Background: an optimization exercise with open tools, aiming at a short achievable clock period and few clock cycles. Do not read the settings as production practice.
In this exercise RTL edits were held to simulation tests only and were not proved equivalent to the original.
Power is estimated from default activity; no workload was simulated.

**flow/run.sh**
```bash
#!/bin/bash
# synth_recipe.tcl (not shown) runs the flow's synth.tcl, then flattens the netlist and writes it again
# the make line also repeats each setting of config.mk as NAME=value (left out here)
make -C /OpenROAD-flow-scripts/flow DESIGN_CONFIG=/design/flow/config.mk WORK_HOME=/design/flow/orfs CLKGATE_MAP_FILE= SYNTH_SCRIPT=/design/flow/synth_recipe.tcl finish
```
**flow/config.mk**
```make
export PLATFORM = sky130hd
export DESIGN_NAME = CPU
export DESIGN_NICKNAME = CPU
export VERILOG_FILES = /design/flow/design.v
export SDC_FILE = /design/flow/constraint.sdc
export NUM_CORES = 4
export LEC_CHECK = 0
export CAP_MARGIN = 40
export CORE_MARGIN = 2
export CORE_UTILIZATION = 25
export GPL_ROUTABILITY_DRIVEN = 1
export PLACE_DENSITY = 0.45
export SLEW_MARGIN = 40
```
**flow/constraint.sdc**
```tcl
create_clock -name core_clock -period 11.0 [get_ports {clk}]
set_input_delay 2.2000 -clock core_clock [delete_from_list [all_inputs] [get_ports {clk}]]
set_output_delay 2.2000 -clock core_clock [all_outputs]
set_load 0.01 [all_outputs]
```
**flow/design.v**
```verilog
module ALU(
    input [31:0] A, B,
    input [5:0] ALUFun,
    output reg [31:0] S
);
always @(*) begin
    case (ALUFun)
        6'b000000: S <= A+B;
        6'b000001: S <= A+~B+1;
        6'b011000: S <= A&B;
        6'b011110: S <= A|B;
        6'b010110: S <= A^B;
        6'b010001: S <= ~(A|B);
        6'b011010: S <= A;
        6'b100000: S <= B<<A[4:0];
        6'b100001: S <= B>>A[4:0];
        6'b100011: S <= {{31{B[31]}}, B}>>A[4:0];
        6'b110011: S <= A==B;
        6'b110001: S <= A!=B;
        6'b110101: S <= A<B;
        6'b111101: S <= A<=B;
        6'b111011: S <= A<B;
        6'b111111: S <= A>B;
      default: S <= 0;
    endcase
end
endmodule
module Control(
    input [5:0] opcode, funct,
    input IRQ,
    output [2:0] PCSrc,
    output [1:0] RegDst,
    output RegWr,
    output ALUSrc1, ALUSrc2,
    output [5:0] ALUFun,
    output MemWr, MemRd,
    output [1:0] MemToReg,
    output EXTOp,
    output LUOp
);
wire Undefined;
assign Undefined = !((opcode==0&&(funct==6'h20||funct==6'h21||funct==6'h22||funct==6'h23||funct==6'h24||funct==6'h25||funct==6'h26||funct==6'h27||funct==6'h00||funct==6'h02||funct==6'h03||funct==6'h2A||funct==6'h2B||funct==6'h08||funct==6'h09))
                    ||opcode==6'h23||opcode==6'h2B||opcode==6'h0F||opcode==6'h08||opcode==6'h09||opcode==6'h0C||opcode==6'h0D||opcode==6'h0A||opcode==6'h0B||opcode==6'h04||opcode==6'h05||opcode==6'h06||opcode==6'h07||opcode==6'h01
                    ||opcode==6'h02||opcode==6'h03);
assign PCSrc = IRQ ? 4 :
               Undefined ? 5 :
               (opcode==0&&(funct==6'h08||funct==6'h09)) ? 3 :
               (opcode==6'h04||opcode==6'h05||opcode==6'h06||opcode==6'h07||opcode==6'h01) ? 1 :
               (opcode==6'h02||opcode==6'h03) ? 2 : 0;
assign RegDst = IRQ||Undefined ? 3 :
                opcode==0 ? 0 :
                opcode==6'h03 ? 2 : 1;
assign RegWr = IRQ||Undefined ? 1 :
               (opcode==0&&funct==6'h08)||opcode==6'h2B||opcode==6'h04||opcode==6'h05||opcode==6'h06||opcode==6'h07||opcode==6'h01||opcode==6'h02 ? 0 : 1;
assign ALUSrc1 = opcode==0&&(funct==6'h00||funct==6'h02||funct==6'h03);
assign ALUSrc2 = opcode==6'h23||opcode==6'h2B||opcode==6'h0F||opcode==6'h08||opcode==6'h09||opcode==6'h0C||opcode==6'h0D||opcode==6'h0A||opcode==6'h0B;
assign ALUFun = (opcode==0&&(funct==6'h20||funct==6'h21))||opcode==6'h23||opcode==6'h2B||opcode==6'h0F||opcode==6'h08||opcode==6'h09 ? 6'b000_000 :
                opcode==0&&(funct==6'h22||funct==6'h23) ? 6'b000_001 :
                (opcode==0&&funct==6'h24)||opcode==6'h0C ? 6'b011_000 :
                (opcode==0&&funct==6'h25)||opcode==6'h0D ? 6'b011_110 :
                opcode==0&&funct==6'h26 ? 6'b010_110 :
                opcode==0&&funct==6'h27 ? 6'b010_001 :
                opcode==0&&funct==6'h00 ? 6'b100_000 :
                opcode==0&&funct==6'h02 ? 6'b100_001 :
                opcode==0&&funct==6'h03 ? 6'b100_011 :
                (opcode==0&&(funct==6'h2A||funct==6'h2B))||opcode==6'h0A||opcode==6'h0B ? 6'b110_101 :
                opcode==6'h04 ? 6'b110_011 :
                opcode==6'h05 ? 6'b110_001 :
                opcode==6'h06 ? 6'b111_101 :
                opcode==6'h07 ? 6'b111_111 :
                opcode==6'h01 ? 6'b111_011 : 6'b000_000;
assign MemWr = !IRQ && opcode==6'h2B;
assign MemRd = opcode==6'h23;
assign MemToReg = IRQ||Undefined||(opcode==0&&funct==6'h09)||opcode==6'h03 ? 2 :
                  opcode==6'h23 ? 1 : 0;
assign EXTOp = opcode!=6'h0C;
assign LUOp = opcode==6'h0F;
endmodule
module RegFile(
    input reset, clk, wr,
    input [4:0] addr1, addr2, addr3,
    input [31:0] data3,
    output [31:0] data1, data2
);
reg [31:0] RF_DATA[31:1];
integer i;
assign data1 = (addr1==5'b0) ? 32'b0 :
               (wr&&addr1==addr3) ? data3 : RF_DATA[addr1];
assign data2 = (addr2==5'b0) ? 32'b0 :
               (wr&&addr2==addr3) ? data3 : RF_DATA[addr2];
always @(negedge reset or posedge clk) begin
    if (~reset) begin
        for(i=1; i<32; i=i+1) RF_DATA[i] <= 32'b0;
    end
    else begin
        if(wr && addr3) RF_DATA[addr3] <= data3;
    end
end
endmodule
module AheadBranch(
    input [31:0] ID_DataBusA, ID_DataBusB,
    input [5:0] ID_ALUFun,
    output reg Branch
);
always @(*) begin
    case (ID_ALUFun)
        6'b110011: Branch <= ID_DataBusA==ID_DataBusB;
        6'b110001: Branch <= ID_DataBusA!=ID_DataBusB;
        6'b110101: Branch <= ID_DataBusA<ID_DataBusB;
        6'b111101: Branch <= ID_DataBusA<=ID_DataBusB;
        6'b111011: Branch <= ID_DataBusA<ID_DataBusB;
        6'b111111: Branch <= ID_DataBusA>ID_DataBusB;
      default: Branch <= 0;
    endcase
end
endmodule
module ALUIn_Forwarding(
    input [31:0] MEM_PC_4,
    input [4:0] MEM_Rd, MEM_Rt,
    input [31:0] MEM_ALUOut,
    input [1:0] MEM_RegDst,
    input MEM_RegWr,
    input [1:0] MEM_MemToReg,
    input [31:0] WB_PC_4,
    input [4:0] WB_Rd, WB_Rt,
    input [1:0] WB_RegDst,
    input [1:0] WB_MemToReg,
    input WB_RegWr,
    input [31:0] WB_ALUOut, WB_MemOut,
    input [4:0] ALUIn_reg,  
    input [31:0] ALUIn_prev,  
    output reg [31:0] ALUIn_forw  
);
always @(*) begin
    if (MEM_RegWr && MEM_MemToReg==0 && ALUIn_reg!=0
        && ( (MEM_RegDst==0 && ALUIn_reg==MEM_Rd)
           ||(MEM_RegDst==1 && ALUIn_reg==MEM_Rt)
           ||(MEM_RegDst==2 && ALUIn_reg==5'd31)
           ||(MEM_RegDst==3 && ALUIn_reg==5'd26)))
        ALUIn_forw <= MEM_ALUOut;  
    else  
    if (MEM_RegWr && MEM_MemToReg==2 && ALUIn_reg!=0
        && ( (MEM_RegDst==0 && ALUIn_reg==MEM_Rd)
           ||(MEM_RegDst==1 && ALUIn_reg==MEM_Rt)
           ||(MEM_RegDst==2 && ALUIn_reg==5'd31)
           ||(MEM_RegDst==3 && ALUIn_reg==5'd26)))
        ALUIn_forw <= MEM_PC_4;  
    else
    if (WB_RegWr && WB_MemToReg==0 && ALUIn_reg!=0
        && ( (WB_RegDst==0 && ALUIn_reg==WB_Rd)
           ||(WB_RegDst==1 && ALUIn_reg==WB_Rt)
           ||(WB_RegDst==2 && ALUIn_reg==5'd31)
           ||(WB_RegDst==3 && ALUIn_reg==5'd26)))
        ALUIn_forw <= WB_ALUOut;  
    else
    if (WB_RegWr && WB_MemToReg==1 && ALUIn_reg!=0
        && ( (WB_RegDst==0 && ALUIn_reg==WB_Rd)
           ||(WB_RegDst==1 && ALUIn_reg==WB_Rt)
           ||(WB_RegDst==2 && ALUIn_reg==5'd31)
           ||(WB_RegDst==3 && ALUIn_reg==5'd26)))
        ALUIn_forw <= WB_MemOut;  
    else
    if (WB_RegWr && WB_MemToReg==2 && ALUIn_reg!=0
    && ( (WB_RegDst==0 && ALUIn_reg==WB_Rd)
       ||(WB_RegDst==1 && ALUIn_reg==WB_Rt)
       ||(WB_RegDst==2 && ALUIn_reg==5'd31)
       ||(WB_RegDst==3 && ALUIn_reg==5'd26)))
        ALUIn_forw <= WB_PC_4;  
    else
        ALUIn_forw <= ALUIn_prev;
end
endmodule
module MEM_DataBusB_Forwarding(
    input [31:0] WB_PC_4,
    input [4:0] WB_Rd, WB_Rt,
    input [1:0] WB_RegDst,
    input [1:0] WB_MemToReg,
    input WB_RegWr,
    input [31:0] WB_ALUOut, WB_MemOut,
    input [4:0] MEM_DataBusB_reg,  
    input [31:0] MEM_DataBusB_prev,  
    output reg [31:0] MEM_DataBusB_forw  
);
always @(*) begin
    if (WB_RegWr && WB_MemToReg==0 && MEM_DataBusB_reg!=0
        && ( (WB_RegDst==0 && MEM_DataBusB_reg==WB_Rd)
           ||(WB_RegDst==1 && MEM_DataBusB_reg==WB_Rt)
           ||(WB_RegDst==2 && MEM_DataBusB_reg==5'd31)
           ||(WB_RegDst==3 && MEM_DataBusB_reg==5'd26)))
        MEM_DataBusB_forw <= WB_ALUOut;  
    else
    if (WB_RegWr && WB_MemToReg==1 && MEM_DataBusB_reg!=0
        && ( (WB_RegDst==0 && MEM_DataBusB_reg==WB_Rd)
           ||(WB_RegDst==1 && MEM_DataBusB_reg==WB_Rt)
           ||(WB_RegDst==2 && MEM_DataBusB_reg==5'd31)
           ||(WB_RegDst==3 && MEM_DataBusB_reg==5'd26)))
        MEM_DataBusB_forw <= WB_MemOut;  
    else
    if (WB_RegWr && WB_MemToReg==2 && MEM_DataBusB_reg!=0
        && ( (WB_RegDst==0 && MEM_DataBusB_reg==WB_Rd)
           ||(WB_RegDst==1 && MEM_DataBusB_reg==WB_Rt)
           ||(WB_RegDst==2 && MEM_DataBusB_reg==5'd31)
           ||(WB_RegDst==3 && MEM_DataBusB_reg==5'd26)))
        MEM_DataBusB_forw <= WB_PC_4;  
    else
        MEM_DataBusB_forw <= MEM_DataBusB_prev;
end
endmodule
module AheadBranch_Forwarding(
    input [31:0] MEM_PC_4,
    input [4:0] MEM_Rd, MEM_Rt,
    input [31:0] MEM_ALUOut,
    input [1:0] MEM_RegDst,
    input MEM_RegWr,
    input [1:0] MEM_MemToReg,
    input [31:0] EX_PC_4,
    input [4:0] EX_Rd, EX_Rt,
    input [1:0] EX_RegDst,
    input EX_RegWr,
    input [1:0] EX_MemToReg,
    input [4:0] In_reg,  
    input [31:0] In_prev,  
    output reg [31:0] In_forw  
);
always @(*) begin
    if (MEM_RegWr && MEM_MemToReg==0 && In_reg!=0
        && ( (MEM_RegDst==0 && In_reg==MEM_Rd)
           ||(MEM_RegDst==1 && In_reg==MEM_Rt)
           ||(MEM_RegDst==2 && In_reg==5'd31)
           ||(MEM_RegDst==3 && In_reg==5'd26)))
        In_forw <= MEM_ALUOut;  
    else  
    if (MEM_RegWr && MEM_MemToReg==2 && In_reg!=0
        && ( (MEM_RegDst==0 && In_reg==MEM_Rd)
           ||(MEM_RegDst==1 && In_reg==MEM_Rt)
           ||(MEM_RegDst==2 && In_reg==5'd31)
           ||(MEM_RegDst==3 && In_reg==5'd26)))
        In_forw <= MEM_PC_4;  
    else
    if (EX_RegWr && EX_MemToReg==2 && In_reg!=0
        && ( (EX_RegDst==0 && In_reg==EX_Rd)
           ||(EX_RegDst==1 && In_reg==EX_Rt)
           ||(EX_RegDst==2 && In_reg==5'd31)
           ||(EX_RegDst==3 && In_reg==5'd26)))
        In_forw <= EX_PC_4;  
    else
        In_forw <= In_prev;
end
endmodule
module Harzard(
    input [31:0] PC,
    input [5:0] opcode, funct,
    input [2:0] PCSrc,
    input [4:0] ID_Rt, ID_Rs,
    input ID_ALUSrc1, ID_ALUSrc2,
    input Branch,
    input [4:0] EX_Rt,
    input EX_MemRd,
    input IRQ, ID_NoIRQ,
    output reg [1:0] IF_ID_Src,
    output reg IF_NoIRQ,
               ID_EX_Stall,
               PCHold,
    output IRQ_h
);
assign IRQ_h = IRQ && !PC[31] &&
               !(ID_NoIRQ
               ||(opcode==0&&(funct==6'h08||funct==6'h09))  
               ||(opcode==6'h04||opcode==6'h05||opcode==6'h06||opcode==6'h07||opcode==6'h01)  
               ||(opcode==6'h02||opcode==6'h03));  
always @(*) begin
    if (PCSrc==4 || PCSrc==5) begin
        IF_ID_Src <= 1;  
        IF_NoIRQ <= 0;
        ID_EX_Stall <= 0;  
        PCHold <= 0;
    end else
    if (EX_MemRd &&
       ((ID_ALUSrc1==0 && ID_Rs==EX_Rt)
      ||(ID_ALUSrc2==0 && ID_Rt==EX_Rt))) begin
        IF_ID_Src <= 2;  
        IF_NoIRQ <= 0;
        ID_EX_Stall <= 1;
        PCHold <= 1;
    end else
    if (PCSrc==2 || PCSrc==3) begin
        IF_ID_Src <= 1;  
        IF_NoIRQ <= 1;
        ID_EX_Stall <= 0;
        PCHold <= 0;
    end else
    if (PCSrc==1 && Branch) begin
        IF_ID_Src <= 1;  
        IF_NoIRQ <= 1;
        ID_EX_Stall <= 0;
        PCHold <= 0;
    end else begin
        IF_ID_Src <= 0;
        IF_NoIRQ <= 0;
        ID_EX_Stall <= 0;
        PCHold <= 0;
    end
end
endmodule
module IF_ID(
    input reset, clk,
    input [1:0] Src,
    input [31:0] IF_PC_4,
    input [31:0] IF_Instruct,
    input IF_NoIRQ,
    output reg [31:0] ID_PC_4,
    output reg [31:0] ID_Instruct,
    output reg ID_NoIRQ
);
always @(negedge reset or posedge clk) begin
    if (~reset) begin
        ID_PC_4 <= 32'b0;
        ID_Instruct <= 32'b0;
        ID_NoIRQ <= 0;
    end else
    case (Src)
        0:begin
            ID_PC_4 <= IF_PC_4;
            ID_Instruct <= IF_Instruct;
            ID_NoIRQ <= IF_NoIRQ;
        end
        1:begin  
            ID_PC_4 <= IF_PC_4;  
            ID_Instruct <= 32'b0;
            ID_NoIRQ <= IF_NoIRQ;
        end
        2:begin  
            ID_PC_4 <= ID_PC_4;
            ID_Instruct <= ID_Instruct;
            ID_NoIRQ <= ID_NoIRQ;
        end
        default:begin
            ID_PC_4 <= IF_PC_4;
            ID_Instruct <= IF_Instruct;
            ID_NoIRQ <= IF_NoIRQ;
        end
    endcase
end
endmodule
module ID_EX(
    input reset, clk, Stall,
    input [31:0] ID_PC_4,
    input [4:0] ID_Shamt,
    input [4:0] ID_Rd, ID_Rt, ID_Rs,
    input [31:0] ID_DataBusA, ID_DataBusB,
    input ID_ALUSrc1, ID_ALUSrc2,
    input [1:0] ID_RegDst,
    input ID_RegWr,
    input [5:0] ID_ALUFun,
    input ID_MemWr, ID_MemRd,
    input [1:0] ID_MemToReg,
    input [31:0] ID_LUOut,
    output reg [31:0] EX_PC_4,
    output reg [4:0] EX_Shamt,
    output reg [4:0] EX_Rd, EX_Rt, EX_Rs,
    output reg [31:0] EX_DataBusA, EX_DataBusB,
    output reg EX_ALUSrc1, EX_ALUSrc2,
    output reg [1:0] EX_RegDst,
    output reg EX_RegWr,
    output reg [5:0] EX_ALUFun,
    output reg EX_MemWr, EX_MemRd,
    output reg [1:0] EX_MemToReg,
    output reg [31:0] EX_LUOut
);
always @(negedge reset or posedge clk) begin
    if (~reset) begin
        EX_PC_4 <= 32'b0;
        EX_Shamt <= 5'b0;
        EX_Rd <= 5'b0;
        EX_Rt <= 5'b0;
        EX_Rs <= 5'b0;
        EX_DataBusA <= 32'b0;
        EX_DataBusB <= 32'b0;
        EX_ALUSrc1 <= 1'b0;
        EX_ALUSrc2 <= 1'b0;
        EX_RegDst <= 2'b0;
        EX_RegWr <= 1'b0;
        EX_ALUFun <= 6'b0;
        EX_MemWr <= 1'b0;
        EX_MemRd <= 1'b0;
        EX_MemToReg <= 2'b0;
        EX_LUOut <= 32'b0;
    end else
    if (Stall) begin
        EX_PC_4 <= ID_PC_4;  
        EX_Shamt <= 5'b0;
        EX_Rd <= 5'b0;
        EX_Rt <= 5'b0;
        EX_Rs <= 5'b0;
        EX_DataBusA <= 32'b0;
        EX_DataBusB <= 32'b0;
        EX_ALUSrc1 <= 1'b0;
        EX_ALUSrc2 <= 1'b0;
        EX_RegDst <= 2'b0;
        EX_RegWr <= 1'b0;
        EX_ALUFun <= 6'b0;
        EX_MemWr <= 1'b0;
        EX_MemRd <= 1'b0;
        EX_MemToReg <= 2'b0;
        EX_LUOut <= 32'b0;
    end else begin
        EX_PC_4 <= reset ? ID_PC_4 : 32'b0;
        EX_Shamt <= ID_Shamt;
        EX_Rd <= ID_Rd;
        EX_Rt <= ID_Rt;
        EX_Rs <= ID_Rs;
        EX_DataBusA <= ID_DataBusA;
        EX_DataBusB <= ID_DataBusB;
        EX_ALUSrc1 <= ID_ALUSrc1;
        EX_ALUSrc2 <= ID_ALUSrc2;
        EX_RegDst <= ID_RegDst;
        EX_RegWr <= ID_RegWr;
        EX_ALUFun <= ID_ALUFun;
        EX_MemWr <= ID_MemWr;
        EX_MemRd <= ID_MemRd;
        EX_MemToReg <= ID_MemToReg;
        EX_LUOut <= ID_LUOut;
    end
end
endmodule
module EX_MEM(
    input reset, clk,
    input [31:0] EX_PC_4,
    input [4:0] EX_Rd, EX_Rt,
    input [31:0] EX_ALUOut,
    input [31:0] EX_DataBusB,
    input [1:0] EX_RegDst,
    input EX_RegWr,
    input EX_MemWr, EX_MemRd,
    input [1:0] EX_MemToReg,
    output reg [31:0] MEM_PC_4,
    output reg [4:0] MEM_Rd, MEM_Rt,
    output reg [31:0] MEM_ALUOut,
    output reg [31:0] MEM_DataBusB,
    output reg [1:0] MEM_RegDst,
    output reg MEM_RegWr,
    output reg MEM_MemWr, MEM_MemRd,
    output reg [1:0] MEM_MemToReg
);
always @(negedge reset or posedge clk) begin
    if (~reset) begin
        MEM_PC_4 <= 32'b0;
        MEM_Rd <= 5'b0;
        MEM_Rt <= 5'b0;
        MEM_ALUOut <= 32'b0;
        MEM_DataBusB <= 32'b0;
        MEM_RegDst <= 2'b0;
        MEM_RegWr <= 1'b0;
        MEM_MemWr <= 1'b0;
        MEM_MemRd <= 1'b0;
        MEM_MemToReg <= 2'b0;
    end else begin
        MEM_PC_4 <= EX_PC_4;
        MEM_Rd <= EX_Rd;
        MEM_Rt <= EX_Rt;
        MEM_ALUOut <= EX_ALUOut;
        MEM_DataBusB <= EX_DataBusB;
        MEM_RegDst <= EX_RegDst;
        MEM_RegWr <= EX_RegWr;
        MEM_MemWr <= EX_MemWr;
        MEM_MemRd <= EX_MemRd;
        MEM_MemToReg <= EX_MemToReg;
    end
end
endmodule
module MEM_WB(
    input reset, clk,
    input [31:0] MEM_PC_4,
    input [4:0] MEM_Rd, MEM_Rt,
    input [1:0] MEM_RegDst,
    input MEM_RegWr,
    input [1:0] MEM_MemToReg,
    input [31:0] MEM_ALUOut, MEM_MemOut,
    output reg [31:0] WB_PC_4,
    output reg [4:0] WB_Rd, WB_Rt,
    output reg [1:0] WB_RegDst,
    output reg WB_RegWr,
    output reg [1:0] WB_MemToReg,
    output reg [31:0] WB_ALUOut, WB_MemOut
);
always @(negedge reset or posedge clk) begin
    if (~reset) begin
        WB_PC_4 <= 32'b0;
        WB_Rd <= 2'b0;
        WB_Rt <= 2'b0;
        WB_RegDst <= 2'b0;
        WB_RegWr <= 1'b0;
        WB_MemToReg <= 2'b0;
        WB_ALUOut <= 2'b0;
        WB_MemOut <= 2'b0;
    end else begin
        WB_PC_4 <= MEM_PC_4;
        WB_Rd <= MEM_Rd;
        WB_Rt <= MEM_Rt;
        WB_RegDst <= MEM_RegDst;
        WB_RegWr <= MEM_RegWr;
        WB_MemToReg <= MEM_MemToReg;
        WB_ALUOut <= MEM_ALUOut;
        WB_MemOut <= MEM_MemOut;
    end
end
endmodule
module CPU(
    input reset, clk,
    output [31:0] imem_addr,
    input [31:0] imem_data,
    output [31:0] dmem_addr,
    output [31:0] dmem_wdata,
    output dmem_we, dmem_re,
    input [31:0] dmem_rdata
);
reg [31:0] PC;
wire [31:0] IF_PC_4;
wire [31:0] ConBA;
wire [25:0] JT;
wire [31:0] ILLOP;
wire [31:0] XADR;
wire [2:0] PCSrc;
reg [31:0] PC_next;
wire [31:0] IF_Instruct;
wire [1:0] IF_ID_Src;
wire PCHold;
wire IF_NoIRQ;  
wire [31:0] ID_PC_4, ID_Instruct;
wire [15:0] Imm16;
wire [4:0] ID_Shamt;
wire [4:0] ID_Rd, ID_Rt, ID_Rs;
wire [5:0] opcode, funct;
wire IRQ, IRQ_h;
wire EXTOp, LUOp;
wire ID_ALUSrc1, ID_ALUSrc2;
wire [1:0] ID_RegDst;
wire ID_RegWr;
wire [5:0] ID_ALUFun;
wire ID_MemWr, ID_MemRd;
wire [1:0] ID_MemToReg;
wire [31:0] ID_DataBusA, ID_DataBusB;
wire [31:0] ID_DataBusA_forw, ID_DataBusB_forw;
wire [31:0] ID_LUOut, EXTOut;
wire Branch;
wire ID_NoIRQ;  
wire [31:0] EX_PC_4;
wire [4:0] EX_Shamt;
wire [4:0] EX_Rd, EX_Rt, EX_Rs;
wire [31:0] EX_DataBusA, EX_DataBusB;
wire [31:0] EX_DataBusA_forw, EX_DataBusB_forw;
wire EX_ALUSrc1, EX_ALUSrc2;
wire [1:0] EX_RegDst;
wire EX_RegWr;
wire [5:0] EX_ALUFun;
wire EX_MemWr, EX_MemRd;
wire [1:0] EX_MemToReg;
wire [31:0] EX_LUOut;
wire [31:0] ALUIn1, ALUIn2, EX_ALUOut;
wire [31:0] MEM_PC_4;
wire [4:0] MEM_Rd, MEM_Rt;
wire [31:0] MEM_ALUOut;
wire [31:0] MEM_DataBusB, MEM_DataBusB_forw;
wire [1:0] MEM_RegDst;
wire MEM_RegWr;
wire MEM_MemWr, MEM_MemRd;
wire [1:0] MEM_MemToReg;
wire [31:0] MemOut1, MemOut2, MEM_MemOut;  
wire [31:0] WB_PC_4;
wire [4:0] WB_Rd, WB_Rt;
wire [1:0] WB_RegDst;
wire WB_RegWr;
wire [1:0] WB_MemToReg;
wire [31:0] WB_ALUOut, WB_MemOut;
reg [31:0] WB_DataBusC;
reg [4:0] WB_AddrC;
assign IF_PC_4 = {PC[31], PC[30:0]+31'd4};  
assign ILLOP = 32'h80000004;
assign XADR = 32'h80000008;
always @(*) begin
    case (PCSrc)
        0: PC_next <= IF_PC_4;
        1: PC_next <= Branch ? ConBA : IF_PC_4;  
        2: PC_next <= {IF_PC_4[31:28] ,JT, 2'b0};
        3: PC_next <= ID_DataBusA_forw;  
        4: PC_next <= ILLOP;  
        5: PC_next <= XADR;  
        default: PC_next <= 0;
    endcase
end
always @(negedge reset or posedge clk)
    if (~reset) PC <= 32'h80000000;
    else PC <= PCHold ? PC : PC_next;
assign imem_addr = PC;
assign IF_Instruct = imem_data;
IF_ID IF_ID_reg(reset, clk, IF_ID_Src,
                IF_PC_4, IF_Instruct, IF_NoIRQ,
                ID_PC_4, ID_Instruct, ID_NoIRQ);
assign JT = ID_Instruct[25:0],
       Imm16 = ID_Instruct[15:0],
       ID_Shamt = ID_Instruct[10:6],
       ID_Rd = ID_Instruct[15:11],
       ID_Rt = ID_Instruct[20:16],
       ID_Rs = ID_Instruct[25:21],
       opcode = ID_Instruct[31:26],
       funct = ID_Instruct[5:0];
Control control(opcode, funct, IRQ_h, PCSrc, ID_RegDst, ID_RegWr, ID_ALUSrc1, ID_ALUSrc2, ID_ALUFun, ID_MemWr, ID_MemRd, ID_MemToReg, EXTOp, LUOp);
RegFile regfile(reset, clk, WB_RegWr, ID_Rs, ID_Rt, WB_AddrC, WB_DataBusC, ID_DataBusA, ID_DataBusB);
assign EXTOut = EXTOp ? {{16{Imm16[15]}}, Imm16} : {16'b0, Imm16},
       ID_LUOut = LUOp ?  {Imm16, 16'b0} : EXTOut,
       ConBA = ID_PC_4+(EXTOut<<2);  
AheadBranch ab(ID_DataBusA_forw, ID_DataBusB_forw, ID_ALUFun, Branch);
AheadBranch_Forwarding ab_F1(MEM_PC_4, MEM_Rd, MEM_Rt, MEM_ALUOut, MEM_RegDst, MEM_RegWr, MEM_MemToReg,
                             EX_PC_4,  EX_Rd,  EX_Rt,  EX_RegDst, EX_RegWr, EX_MemToReg,
                             ID_Rs, ID_DataBusA, ID_DataBusA_forw);
AheadBranch_Forwarding ab_F2(MEM_PC_4, MEM_Rd, MEM_Rt, MEM_ALUOut, MEM_RegDst, MEM_RegWr, MEM_MemToReg,
                             EX_PC_4,  EX_Rd,  EX_Rt,  EX_RegDst, EX_RegWr, EX_MemToReg,
                             ID_Rt, ID_DataBusB, ID_DataBusB_forw);
Harzard harzard(PC,
                opcode, funct,
                PCSrc, ID_Rt, ID_Rs, ID_ALUSrc1, ID_ALUSrc2, Branch,
                EX_Rt, EX_MemRd,
                IRQ, ID_NoIRQ,
                IF_ID_Src, IF_NoIRQ,
                ID_EX_Stall, PCHold,
                IRQ_h);
ID_EX ID_EX_Reg(reset, clk, ID_EX_Stall,
                ID_PC_4, ID_Shamt, ID_Rd, ID_Rt, ID_Rs, ID_DataBusA, ID_DataBusB, ID_ALUSrc1, ID_ALUSrc2, ID_RegDst, ID_RegWr, ID_ALUFun, ID_MemWr, ID_MemRd, ID_MemToReg, ID_LUOut,
                EX_PC_4, EX_Shamt, EX_Rd, EX_Rt, EX_Rs, EX_DataBusA, EX_DataBusB, EX_ALUSrc1, EX_ALUSrc2, EX_RegDst, EX_RegWr, EX_ALUFun, EX_MemWr, EX_MemRd, EX_MemToReg, EX_LUOut);
assign ALUIn1 = EX_ALUSrc1 ? EX_Shamt : EX_DataBusA_forw,
       ALUIn2 = EX_ALUSrc2 ? EX_LUOut : EX_DataBusB_forw;
ALU alu(ALUIn1, ALUIn2, EX_ALUFun, EX_ALUOut);
ALUIn_Forwarding ALUIn_F1(MEM_PC_4, MEM_Rd, MEM_Rt, MEM_ALUOut, MEM_RegDst,  MEM_RegWr, MEM_MemToReg,
                          WB_PC_4,  WB_Rd,  WB_Rt,  WB_RegDst,  WB_MemToReg, WB_RegWr,  WB_ALUOut, WB_MemOut,
                          EX_Rs, EX_DataBusA, EX_DataBusA_forw);
ALUIn_Forwarding ALUIn_F2(MEM_PC_4, MEM_Rd, MEM_Rt, MEM_ALUOut, MEM_RegDst,  MEM_RegWr, MEM_MemToReg,
                          WB_PC_4,  WB_Rd,  WB_Rt,  WB_RegDst,  WB_MemToReg, WB_RegWr,  WB_ALUOut, WB_MemOut,
                          EX_Rt, EX_DataBusB, EX_DataBusB_forw);
EX_MEM EX_MEM_reg(reset, clk, EX_PC_4,  EX_Rd,  EX_Rt,  EX_ALUOut,  EX_DataBusB_forw,  EX_RegDst,  EX_RegWr,  EX_MemWr,  EX_MemRd,  EX_MemToReg,
                              MEM_PC_4, MEM_Rd, MEM_Rt, MEM_ALUOut, MEM_DataBusB,      MEM_RegDst, MEM_RegWr, MEM_MemWr, MEM_MemRd, MEM_MemToReg);
assign dmem_addr = MEM_ALUOut,
       dmem_wdata = MEM_DataBusB_forw,
       dmem_we = MEM_MemWr,
       dmem_re = MEM_MemRd;
assign IRQ = 1'b0;
assign MEM_MemOut = dmem_rdata;
MEM_DataBusB_Forwarding MEM_DataBusB_F (WB_PC_4, WB_Rd, WB_Rt, WB_RegDst, WB_MemToReg, WB_RegWr, WB_ALUOut, WB_MemOut,
                                        MEM_Rt, MEM_DataBusB, MEM_DataBusB_forw);
MEM_WB MEM_WB_reg(reset, clk, MEM_PC_4, MEM_Rd, MEM_Rt, MEM_RegDst, MEM_RegWr, MEM_MemToReg, MEM_ALUOut, MEM_MemOut,
                              WB_PC_4,  WB_Rd,  WB_Rt,  WB_RegDst,  WB_RegWr,  WB_MemToReg,  WB_ALUOut,  WB_MemOut);
always @(*) begin
    case (WB_MemToReg)
        0: WB_DataBusC <= WB_ALUOut;
        1: WB_DataBusC <= WB_MemOut;
        2: WB_DataBusC <= WB_PC_4;
        default: WB_DataBusC <= 32'b0;
    endcase
end
always @(*) begin
    case (WB_RegDst)
        0: WB_AddrC <= WB_Rd;
        1: WB_AddrC <= WB_Rt;
        2: WB_AddrC <= 5'd31;  
        3: WB_AddrC <= 5'd26;  
    endcase
end
endmodule
```
==> flow_summary.yaml <==
placement:
  dpl.hpwl_um: 362000
  placed_cell_area_sq_um: 92400
  place.gp.congestion: 0.994
  io_buffers: 163
hold_path:
  hp-class: "register to register"
  hold_start: "ID_EX_Reg.EX_PC_4[14]$_DFF_PN0_"
  whs_path_depth: 0
  min_to: "EX_MEM_reg.MEM_PC_4[14]$_DFF_PN0_"
layout:
  drive_above_1_share_pct: 10.4
  regMostFlops: "regfile.RF_DATA"
  largest_reg_flops: 992
  seq_area_sq_um: 36900
  multi_input_area_sq_um: 44400
  nets: 9913
  stdcell_area_sq_um: 98900
  areaGrowthSynthToFinish_pct: 17.6
  n_fill_cell: 35100
setup_path:
  critPathSlowestCell: "and2_2"
  reg2regPathDepth: 26
  crit_cells: 26
  path_buf_inv: 3
  cp-end-kind: "register"
  rr_startpoint: "IF_ID_reg.ID_Instruct[22]$_DFFE_PN0P_"
  cp.arrival_ns: 9.73
  cp.required_ns: 11.76
  cp_top_family: "simple AND/OR/NAND/NOR gates"
  startpoint_type: "register"
  path_class: "register to register"
  cpMostUsedCell: "buf_4"
  r2r_slack_ns: 2.03
  r2r_end: "PC[22]$_DFFE_PN0N_"
  cp_max_fo: 29
  max_stage_delay_ns: 0.80
synthesis:
  syn_area_sq_um: 84100
  syn_inst: 9843
  yosysSeqAreaShare_pct: 43.9
  synth_commonest_cells: "dfrtp_1, nor2_1, a21oi_1, nand2_1, clkbuf_1"
  synth_warnings: 14
  syn-num-nets: 10100
  yosysMostFrequentCell: "dfrtp_1"
  async_flop_share_pct: 100
  syn_area_per_cell_sq_um: 8.54
  synth_top_cells_by_area: "dfrtp_1, a21oi_1, a22oi_1"
  synth_edf_count: 0
  synth_top_area_share_pct: 43.9
  yosysTopAreaCell: "dfrtp_1"
  synth.distinct_cells: 101
  ys_seq_elements: 1475
  ys.flop_type: "dfrtp_1"
floorplanning:
  num_io_pins: 164
  rows: 212
  die_w_um: 584
  initial_utilization_pct: 25.2
  die_y_um: 584
  die_area_sq_um: 341000
  core_sq_um: 334000
global_routing:
  grt_pass1_vias: 82000
  overflow: 0
  grt_pass1_wl_um: 714000
  use_met1_pct: 39.8
  track_usage_pct: 29.9
  top_usage_layer: "met2"
  met2_usage_pct: 42.9
  use_met3_pct: 9.58
  antenna_found_initial: 37
  grt_max_degree: 137
routing:
  wire_per_inst_um: 37.0
  ant_nets: 0
  wl_um: 527000
  drt_iter0_drc: 15100
  drc: 0
  vias: 87700
  dr.pass1.iters: 9
  via_per_inst: 6.16
sta:
  setup_tns_ns: 0
  min_period_ns: 8.97
  rsz0062_at_grt: "false"
  finalClockSkew_ns: 0.124
  maxSlewHeadroom_pct: 31.3
  worstMarginPinSlew_ns: 1.03
  final_hold_viol_count: 0
  finalSetupViolCount: 0
  max_freq_ghz: 0.112
  final_max_slew_viol_count: 0
  timing.final.crit_share_pct: 81.5
clock_tree:
  path_clk_slew_ns: 0.07
  cts_setup_buffers: 0
  cts_max_level: 4
  numCtsBuffers: 183
  cts_resized: 0
  cts_tree: "done"
  cts_buffer_depth: 4
  root_buffer: "clkbuf_16"
  cts.sinks: 1475
  cts_hold_buf: 0
  clock_latency_ns: 0.95
power:
  power.total_mw: 37.0
  power_density_nw_per_um2: 374
  power.leakage_nw: 41.6
  peakVddDrop_uv: 185
run_status:
  status: "no timing/DRC/antenna violations"
flow_run:
  drv_cap: 0
stage by stage:
step / instances / util, % / hold slack (ns) / setup slack (ns)
6_report: 14200 / 29.6 / 0.314 / 2.03
5_1_grt: 14200 / 29.6 / 0.335 / 2.06
4_1_cts: 14200 / 29.5 / 0.317 / 2.29
3_5_place_dp: 13900 / 27.7 / 0.351 / 2.42
3_3_place_gp: 13900 / 27.4 / 0.340 / 2.31
2_1_floorplan: 9843 / - / 0.331 / 5.04
per-layer routing:
layer	part of all wire [%]	wire [um]
met4	6.4	33800
met5	0.021	112
met3	12	62800
met2	41	216000
met1	41	214000
layout by cell type, fill, tap and decap left out, types with 187 or more instances in the layout:
cell type and instances:
dfrtp_1 1467, nor2_1 1197, a21oi_1 1083, nand2_1 822, a22oi_1 737, o21ai_0 612
nand3_1 346, buf_4 314, mux2i_1 219, clkbuf_16 187
report_power, final:
part	leakage, nW	total, mW	internal [mW]	switching, mW
clock network	3.02	6.37	3.69	2.68
registers	19.0	10.7	7.55	3.18
logic	19.6	19.9	6.07	13.8
total	41.6	37.0	17.3	19.7
cell families (layout without fill, tap and decap cells):
kind of cell / after synthesis / count (layout) / synth area share (%)
AOI/OAI and AO/OA: 3424 / 3424 / 26.1
and+or+nand+nor: 3323 / 3323 / 18.0
DFF: 1475 / 1475 / 43.9
buffers and inverters: 1051 / 1042 / 4.85
muxes: 252 / 252 / 3.05
adders and majority gates: 161 / 161 / 2.42
xor gates and xnor gates: 157 / 157 / 1.64
other: 0 / 24 / 0
area by class of cell:
| cell class | instances | area share (%) |
|---|---|---|
| antenna | 24 | 0.0608 |
| clock buffer | 252 | 5.25 |
| clock inverter | 81 | 0.996 |
| inverter | 161 | 0.613 |
| multi-input combinational | 7317 | 44.9 |
| sequential | 1475 | 37.3 |
| tap | 4387 | 5.55 |
| timing repair buffer | 548 | 5.25 |
worst max path at each step:
stage / start / endpoint
after global routing: IF_ID_reg.ID_Instruct[22]$_DFFE_PN0P_ / PC[22]$_DFFE_PN0N_
after floorplan: ID_EX_Reg.EX_Rs[0]$_DFF_PN0_ / EX_MEM_reg.MEM_ALUOut[31]$_DFF_PN0_
after global placement: IF_ID_reg.ID_Instruct[22]$_DFFE_PN0P_ / PC[22]$_DFFE_PN0N_
after detailed placement: IF_ID_reg.ID_Instruct[22]$_DFFE_PN0P_ / PC[22]$_DFFE_PN0N_
after CTS: IF_ID_reg.ID_Instruct[22]$_DFFE_PN0P_ / PC[22]$_DFFE_PN0N_
final: IF_ID_reg.ID_Instruct[22]$_DFFE_PN0P_ / PC[22]$_DFFE_PN0N_
Testbench counts, summed over its fixed seeds: cycles 25,002.

-- port drivers added, routing unchanged --
In the flow no input, the clock included, has a driving cell. The finished layout below was timed again as built, in two steps. Step 1: set_driving_cell puts a clkbuf_16 on clk and a buf_2 on each other input, an assumption about the parent block. Step 2 moves the port delays by t, midway between the first and last clock arrival at a register: inputs arrive t later, outputs are due t later. That takes back most of the time a late clock gives input paths. a / b / c = ideal / step 1 / step 2; a / b = the first two.
t (ns): 1.002
slack for setup (ns): 2.033 / 2.033 / 2.033
hold WS [ns]: 0.314 / 0.314 / 0.314
worst setup path after step 2: register to register
After both steps this run still meets setup and hold. The setup slack of this run moves by 0.000 ns with the drivers and by 0.000 ns with both steps.
